This is an optimization exercise on Yosys and OpenROAD, whose aim is small area, a short achievable clock period and few clock cycles per item, not a production implementation. Where RTL was checked, it was by simulation tests only, not by an equivalence proof against the original.

rev 12:
==> flow/design.v (excerpt) <==
module SHA(
	input logic PCLK_IN,
	input logic [4:0] PADDR_IN,
	input logic PRESETn_IN,
	input logic PSEL_IN,
	input logic PENABLE_IN,
	input logic PWRITE_IN,
	input logic [31:0] PWDATA_IN,
	output logic PREADY_OUT,
	output logic [31:0] PRDATA_OUT);
	localparam logic [31:0] K0 = 32'h5a827999, K1 = 32'h6ed9eba1,
	                        K2 = 32'h8f1bbcdc, K3 = 32'hca62c1d6;
	logic [31:0] M [16];    
	logic [15:0] zf;        
	logic [31:0] S [16];    
	logic [31:0] H [5];     
	logic [31:0] a, b, c, d, eKW;
	logic [6:0] p;          
	logic [15:0] oh;        
	logic [15:0] th;        
	logic sch;              
	logic [3:0] tgt;        
	logic [1:0] kn;         
	logic [31:0] F1, F0;    
	logic xrot;             
	logic yen;              
	logic ok;               
	logic busy;             
	wire rdy = !busy;
	wire rst = !PRESETn_IN;
	wire we = PSEL_IN & !PENABLE_IN & PWRITE_IN & rdy;
	wire [3:0] k = PADDR_IN[4] ? 4'd15 : PADDR_IN[3:0];
	logic [15:0] wk;        
	always_comb for (int j = 0; j < 16; j++) wk[j] = we && k == j;
	wire ld = rdy & (!ok | p[4]);     
	wire hazard = we & (ld ? (k == 4'd0) : th[k]);
	wire last = !rdy & (p == 7'd80);
	logic [31:0] f;
	always_comb for (int i = 0; i < 32; i++) f[i] = b[i] ? F1[i] : F0[i];
	wire [31:0] a5 = {a[26:0], a[31:27]};
	wire [31:0] T = a5 + f + eKW;
	wire [31:0] cn = {b[1:0], b[31:2]};
	wire [31:0] cxd = cn ^ c;
	wire [31:0] F1n = (kn == 2'd0) ? cn : (kn == 2'd2) ? (cn | c) : ~cxd;
	wire [31:0] F0n = (kn == 2'd0) ? c : (kn == 2'd2) ? (cn & c) : cxd;
	wire [31:0] kv = (kn == 2'd0) ? K0 : (kn == 2'd1) ? K1 : (kn == 2'd2) ? K2 : K3;
	wire [31:0] eKWn = d + kv + S[15];
	logic [31:0] msel;
	always_comb begin
		msel = 32'd0;
		for (int j = 0; j < 16; j++)
			if ((ld ? (j == 1) : oh[j]) && !zf[j]) msel = msel | M[j];
	end
	wire [3:0] tw = ld ? 4'd1 : tgt;   
	wire wsel = we & (ld | !sch) & (k == tw);
	wire [31:0] wrec = S[13] ^ S[8] ^ S[2] ^ S[0];
	wire [31:0] wn = wsel ? PWDATA_IN : (sch & !ld) ? {wrec[30:0], wrec[31]} : msel;
	wire [31:0] m0 = zf[0] ? 32'd0 : M[0];
	wire [31:0] X = rdy ? K0 : xrot ? {a[1:0], a[31:2]} : a;
	wire [31:0] Y = yen ? M[0] : 32'd0;
	wire [31:0] hsum = H[4] + X + Y;
	wire ring = !rdy & (p >= 7'd76);
	always_ff @(posedge PCLK_IN) begin
  ...
Size in the first run: ~5200 cells after synthesis, ~1500 flip-flops, ~75 I/O pins, about 56000 µm² of cells after synthesis.
==> module SHA, before the edit <==
module SHA(
	input logic PCLK_IN,
	input logic [4:0] PADDR_IN,
	input logic PRESETn_IN,
	input logic PSEL_IN,
	input logic PENABLE_IN,
	input logic PWRITE_IN,
	input logic [31:0] PWDATA_IN,
	output logic PREADY_OUT,
	output logic [31:0] PRDATA_OUT);
	localparam logic [31:0] K0 = 32'h5a827999, K1 = 32'h6ed9eba1,
	                        K2 = 32'h8f1bbcdc, K3 = 32'hca62c1d6;
	logic [31:0] M [16];    
	logic [15:0] zf;        
	logic [31:0] S [16];    
	logic [31:0] H [5];     
	logic [31:0] a, b, c, d, eKW;
	logic [6:0] p;          
	logic [15:0] oh;        
	logic [15:0] th;        
	logic sch;              
	logic [3:0] tgt;        
	logic [1:0] kn;         
	logic [31:0] F1, F0;    
	logic xrot;             
	logic yen;              
	logic ok;               
	logic busy;             
	wire rdy = !busy;
	wire rst = !PRESETn_IN;
	wire we = PSEL_IN & !PENABLE_IN & PWRITE_IN & rdy;
	wire [3:0] k = PADDR_IN[4] ? 4'd15 : PADDR_IN[3:0];
	logic [15:0] wk;        
	always_comb for (int j = 0; j < 16; j++) wk[j] = we && k == j;
	wire ld = rdy & (!ok | p[4]);     
	wire hazard = we & (ld ? (k == 4'd0) : th[k]);
	wire last = !rdy & (p == 7'd80);
	logic [31:0] f;
	always_comb for (int i = 0; i < 32; i++) f[i] = b[i] ? F1[i] : F0[i];
	wire [31:0] a5 = {a[26:0], a[31:27]};
	wire [31:0] T = a5 + f + eKW;
	wire [31:0] cn = {b[1:0], b[31:2]};
	wire [31:0] cxd = cn ^ c;
	wire [31:0] F1n = (kn == 2'd0) ? cn : (kn == 2'd2) ? (cn | c) : ~cxd;
	wire [31:0] F0n = (kn == 2'd0) ? c : (kn == 2'd2) ? (cn & c) : cxd;
	wire [31:0] kv = (kn == 2'd0) ? K0 : (kn == 2'd1) ? K1 : (kn == 2'd2) ? K2 : K3;
	wire [31:0] eKWn = d + kv + S[15];
	logic [31:0] msel;
	always_comb begin
		msel = 32'd0;
		for (int j = 0; j < 16; j++)
			if ((ld ? (j == 1) : oh[j]) && !zf[j]) msel = msel | M[j];
	end
	wire [3:0] tw = ld ? 4'd1 : tgt;   
	wire wsel = we & (ld | !sch) & (k == tw);
	wire [31:0] wrec = S[13] ^ S[8] ^ S[2] ^ S[0];
	wire [31:0] wn = wsel ? PWDATA_IN : (sch & !ld) ? {wrec[30:0], wrec[31]} : msel;
	wire [31:0] m0 = zf[0] ? 32'd0 : M[0];
	wire [31:0] X = rdy ? K0 : xrot ? {a[1:0], a[31:2]} : a;
	wire [31:0] Y = yen ? M[0] : 32'd0;
	wire [31:0] hsum = H[4] + X + Y;
	wire ring = !rdy & (p >= 7'd76);
	always_ff @(posedge PCLK_IN) begin
		for (int j = 0; j < 16; j++)
			if (wk[j]) M[j] <= PWDATA_IN;
		if (rst) zf <= 16'hffff;
		else zf <= zf & ~wk;
		for (int j = 0; j < 14; j++) S[j] <= S[j+1];
		S[14] <= ld ? m0 : S[15];
		S[15] <= wn;
		if (ld) begin
			a <= H[0]; b <= H[1]; c <= H[2]; d <= H[3]; eKW <= hsum;
			F1 <= H[2]; F0 <= H[3];
		end else begin
			a <= T; b <= a; c <= cn; d <= c; eKW <= eKWn;
			F1 <= F1n; F0 <= F0n;
		end
		if (rst || ld || last) begin
			p <= 7'd0;
			oh <= 16'h0004;
			tgt <= 4'd2;
			th <= 16'h0003;
			sch <= 1'b0;
			kn <= 2'd0;
		end else begin
			p <= p + 7'd1;
			oh <= {oh[14:0], 1'b0};
			tgt <= tgt + 4'd1;
			th <= {th[14:0], 1'b1};
			sch <= sch | oh[15];
			if (p == 7'd18) kn <= 2'd1;
			if (p == 7'd38) kn <= 2'd2;
			if (p == 7'd58) kn <= 2'd3;
		end
		xrot <= (p <= 7'd77);
		yen <= rdy_n & !zf_n0;
		if (rst) begin
			PREADY_OUT <= 1'b1;
			busy <= 1'b0;
			ok <= 1'b0;
		end else begin
			if (last || hazard) ok <= 1'b0;
			else if (ld) ok <= 1'b1;
			PREADY_OUT <= rdy_n;
			busy <= !rdy_n;
		end
		if (rst) begin
			H[0] <= 32'h67452301;
			H[1] <= 32'hefcdab89;
			H[2] <= 32'h98badcfe;
			H[3] <= 32'h10325476;
			H[4] <= 32'hc3d2e1f0;
		end else if (ring) begin
			H[0] <= hsum; H[1] <= H[0]; H[2] <= H[1]; H[3] <= H[2]; H[4] <= H[3];
		end
		case (PADDR_IN)
			5'd16: PRDATA_OUT <= H[0];
			5'd17: PRDATA_OUT <= H[1];
			5'd18: PRDATA_OUT <= H[2];
			5'd19: PRDATA_OUT <= H[3];
			5'd20: PRDATA_OUT <= H[4];
			default: PRDATA_OUT <= 32'd0;
		endcase
	end
	wire rdy_n = rst | (rdy ? !(PSEL_IN & PENABLE_IN) : last);
	wire zf_n0 = rst | (zf[0] & !wk[0]);
endmodule
==> flow/config.mk <==
export PLATFORM = sky130hd
export DESIGN_NAME = SHA
export DESIGN_NICKNAME = SHA
export VERILOG_FILES = /design/flow/design.v
export SDC_FILE = /design/flow/constraint.sdc
export NUM_CORES = 8
export LEC_CHECK = 0
export CAP_MARGIN = 20
export CORE_MARGIN = 2
export CORE_UTILIZATION = 50
export GPL_TIMING_DRIVEN = 1
export PLACE_DENSITY = 0.6
export SLEW_MARGIN = 20
export TNS_END_PERCENT = 5
==> flow/constraint.sdc <==
create_clock -name core_clock -period 11.0 [get_ports {PCLK_IN}]
set_input_delay 2.2000 -clock core_clock [delete_from_list [all_inputs] [get_ports {PCLK_IN}]]
set_output_delay 2.2000 -clock core_clock [all_outputs]
set_load 0.01 [all_outputs]
standard.sh (not shown) runs the stock make flow with config.mk's settings and CLKGATE_MAP_FILE= SYNTH_SCRIPT=/design/flow/synth_recipe.tcl, a recipe that flattens the netlist after the stock synthesis.
==> flow/flow/run.sh <==
#!/bin/bash
# The standard layout with: the standard synthesis script, its logic mapped
# by a delay-oriented ABC script; repair_timing aiming for a larger setup slack;
# a clock tree of larger sink clusters without dummy loads; buf_2 port buffers.
set -euo pipefail
here=$PWD
{ head -1 synth_recipe.tcl; sed "s|@ABC_SCRIPT@|$here/flow/delay.abc|" flow/abc_override.tcl; tail -n +2 synth_recipe.tcl; } > my_synth.tcl
bash standard.sh SYNTH_SCRIPT=$here/my_synth.tcl SETUP_SLACK_MARGIN=7.8 \
  "CTS_ARGS=-sink_clustering_enable -repair_clock_nets -dont_use_dummy_load -sink_clustering_size 24 -sink_clustering_max_diameter 100" \
  "BUFFER_PORTS_ARGS=-buffer_cell sky130_fd_sc_hd__buf_2" \
  finish > standard.log 2>&1
==> flow/flow/abc_override.tcl <==
# Map the logic with a delay-oriented ABC script (structural hashing, then a
# choice computation and a delay-driven cut mapping), instead of
# ORFS's abc_speed.script. Only the combinational mapping changes.
proc abc {args} {
  set i [lsearch -exact $args -script]
  if {$i >= 0} { set args [lreplace $args $i [expr {$i + 1}] -script @ABC_SCRIPT@] }
  yosys abc {*}$args
}
==> flow/flow/delay.abc <==
strash; dch; map -D 1500; topo; buffer -c; upsize -c; dnsize -c
Rev 12: flow completed, timing, DRC and antenna clean
Testbench counts of rev 12, summed over its fixed seeds: cycles 34,095, blocks 397.
### rev 12 -> rev 13
==> flow/design.v <==
module SHA(
	input logic PCLK_IN,
	input logic [4:0] PADDR_IN,
	input logic PRESETn_IN,
	input logic PSEL_IN,
	input logic PENABLE_IN,
	input logic PWRITE_IN,
	input logic [31:0] PWDATA_IN,
	output logic PREADY_OUT,
	output logic [31:0] PRDATA_OUT);
	localparam logic [31:0] K0 = 32'h5a827999, K1 = 32'h6ed9eba1,
	                        K2 = 32'h8f1bbcdc, K3 = 32'hca62c1d6;
	logic [31:0] M [16];    
	logic [15:0] zf;        
	logic [31:0] S [16];    
	logic [31:0] H [5];     
	logic [31:0] a, b, c, d, eKW;
	logic [6:0] p;          
	logic sch;              
	logic [3:0] tgt;        
	logic [1:0] kn;         
	logic [31:0] kv;        
	logic [31:0] F1, F0;    
	logic xrot;             
	logic ok;               
	logic ld2;              
	logic busy;             
	wire rdy = !busy;
	wire rst = !PRESETn_IN;
	wire we = PSEL_IN & !PENABLE_IN & PWRITE_IN & rdy;
	wire [3:0] k = PADDR_IN[4] ? 4'd15 : PADDR_IN[3:0];
	logic [15:0] wk;        
	always_comb for (int j = 0; j < 16; j++) wk[j] = we && k == j;
	wire ld1 = rdy & !ld2 & (!ok | p[4]);
	wire hazard = we & (ld1 ? 1'b0 : ld2 ? (k == 4'd0) : (sch | (k < tgt)));
	wire last = !rdy & (p == 7'd80);
	logic [31:0] f;
	always_comb for (int i = 0; i < 32; i++) f[i] = b[i] ? F1[i] : F0[i];
	wire [31:0] a5 = {a[26:0], a[31:27]};
	wire [31:0] T = a5 + f + eKW;
	wire [31:0] cn = {b[1:0], b[31:2]};
	wire [31:0] cxd = cn ^ c;
	wire [31:0] F1n = (kn == 2'd0) ? cn : (kn == 2'd2) ? (cn | c) : ~cxd;
	wire [31:0] F0n = (kn == 2'd0) ? c : (kn == 2'd2) ? (cn & c) : cxd;
	wire [31:0] eKW_n = d + kv + S[15];
	wire [3:0] tw = ld1 ? 4'd0 : ld2 ? 4'd1 : tgt;
	wire tv = ld1 | ld2 | !sch;
	logic [31:0] msel;
	always_comb begin
		msel = 32'd0;
		for (int j = 0; j < 16; j++)
			if (tv && tw == j && !zf[j]) msel = msel | M[j];
	end
	wire wsel = we & tv & (k == tw);   
	wire [31:0] wrec = S[13] ^ S[8] ^ S[2] ^ S[0];
	wire [31:0] wn = wsel ? PWDATA_IN : tv ? msel : {wrec[30:0], wrec[31]};
	wire [31:0] X = xrot ? {a[1:0], a[31:2]} : a;
	wire [31:0] hsum = H[4] + X;
	wire ring = !rdy & (p >= 7'd76);
	always_ff @(posedge PCLK_IN) begin
		for (int j = 0; j < 16; j++)
			if (wk[j]) M[j] <= PWDATA_IN;
		if (rst) zf <= 16'hffff;
		else zf <= zf & ~wk;
		for (int j = 0; j < 15; j++) S[j] <= S[j+1];
		S[15] <= wn;
		eKW <= eKW_n;
		if (ld2) begin
			a <= H[0]; b <= H[1]; c <= H[2]; d <= H[3];
			F1 <= H[2]; F0 <= H[3];
		end else begin
			a <= T; b <= a; c <= cn; d <= ld1 ? H[4] : c;
			F1 <= F1n; F0 <= F0n;
		end
		if (rst || ld1 || ld2 || last) begin
			p <= 7'd0;
			tgt <= 4'd2;
			sch <= 1'b0;
			kn <= 2'd0;
			kv <= K0;
		end else begin
			p <= p + 7'd1;
			tgt <= tgt + 4'd1;
			sch <= sch | (tgt == 4'd15);
			if (p == 7'd18) begin kn <= 2'd1; kv <= K1; end
			if (p == 7'd38) begin kn <= 2'd2; kv <= K2; end
			if (p == 7'd58) begin kn <= 2'd3; kv <= K3; end
		end
		xrot <= (p <= 7'd77);
		if (rst) begin
			PREADY_OUT <= 1'b1;
			busy <= 1'b0;
			ok <= 1'b0;
			ld2 <= 1'b0;
		end else begin
			if (last || hazard) ok <= 1'b0;
			else if (ld2) ok <= 1'b1;
			ld2 <= ld1;
			PREADY_OUT <= rdy_n;
			busy <= !rdy_n;
		end
		if (rst) begin
			H[0] <= 32'h67452301;
			H[1] <= 32'hefcdab89;
			H[2] <= 32'h98badcfe;
			H[3] <= 32'h10325476;
			H[4] <= 32'hc3d2e1f0;
		end else if (ring) begin
			H[0] <= hsum; H[1] <= H[0]; H[2] <= H[1]; H[3] <= H[2]; H[4] <= H[3];
		end
		case (PADDR_IN)
			5'd16: PRDATA_OUT <= H[0];
			5'd17: PRDATA_OUT <= H[1];
			5'd18: PRDATA_OUT <= H[2];
			5'd19: PRDATA_OUT <= H[3];
			5'd20: PRDATA_OUT <= H[4];
			default: PRDATA_OUT <= 32'd0;
		endcase
	end
	wire rdy_n = rst | (rdy ? !(PSEL_IN & PENABLE_IN) : last);
endmodule
Notes after the runs:
Re distinct cell type count of the synthesized netlist: rev 13 and rev 12 aren't equal, and the lower value belongs to rev 12. Rev 13 against rev 12; final cell count without fillers is down by a little under 10%. Rev 13 vs rev 12: count of placed standard cells including taps down by a little under 10%. Re number of optimization iterations in the first detailed-route pass: no difference whatsoever between rev 13 and rev 12. Rev 12 has higher tap cell count than rev 13. The run showing the greater post-synthesis instance area is rev 12. Delta (rev 13 minus rev 12): data arrival time of the critical path rose by 0.26 ns; share of the yosys chip area belonging to registers rose by 2.0 points; die span in y fell by about 2%; wire length after detailed routing fell by 8.9%. Rev 13 has less setup slack than rev 12. Rev 13: global-route usage is 1.4 points lower than what rev 12 reported.
Function not checked in rev 13: the RTL went through the layout flow alone.

-- port drivers added, routing unchanged --
The flow's constraints put no driver on any port. The routed layouts listed below were extracted and timed again, unchanged, in two steps.
Step 1 sets driving cells, clkbuf_16 on the clock port and buf_2 on the other inputs (assumed; they add their load-dependent delay and slew).
Step 2 moves the port delays by t, midway between the first and last clock arrival at a register: inputs arrive t later, outputs are due t later. That takes back most of the time a late clock gives input paths.
Three values: no drivers, after step 1, after step 2; two values: the first two.
| run | shift t [ns] | slack for setup (ns) | worst setup path at the end | worst slew at a driven data input, ns | pins driven straight from the clock port |
|---|---|---|---|---|---|
| rev 12 | 0.741 | 7.592 / 7.520 / 6.833 | input to register | 0.13 | 1 |
| rev 13 | 0.705 | 7.530 / 7.527 / 6.823 | input to register | 0.17 | 1 |
After both steps setup and hold are still met in every run listed. For rev 12, which loses most, drivers alone change the setup slack by -0.072 ns; drivers and shift together by -0.759 ns.
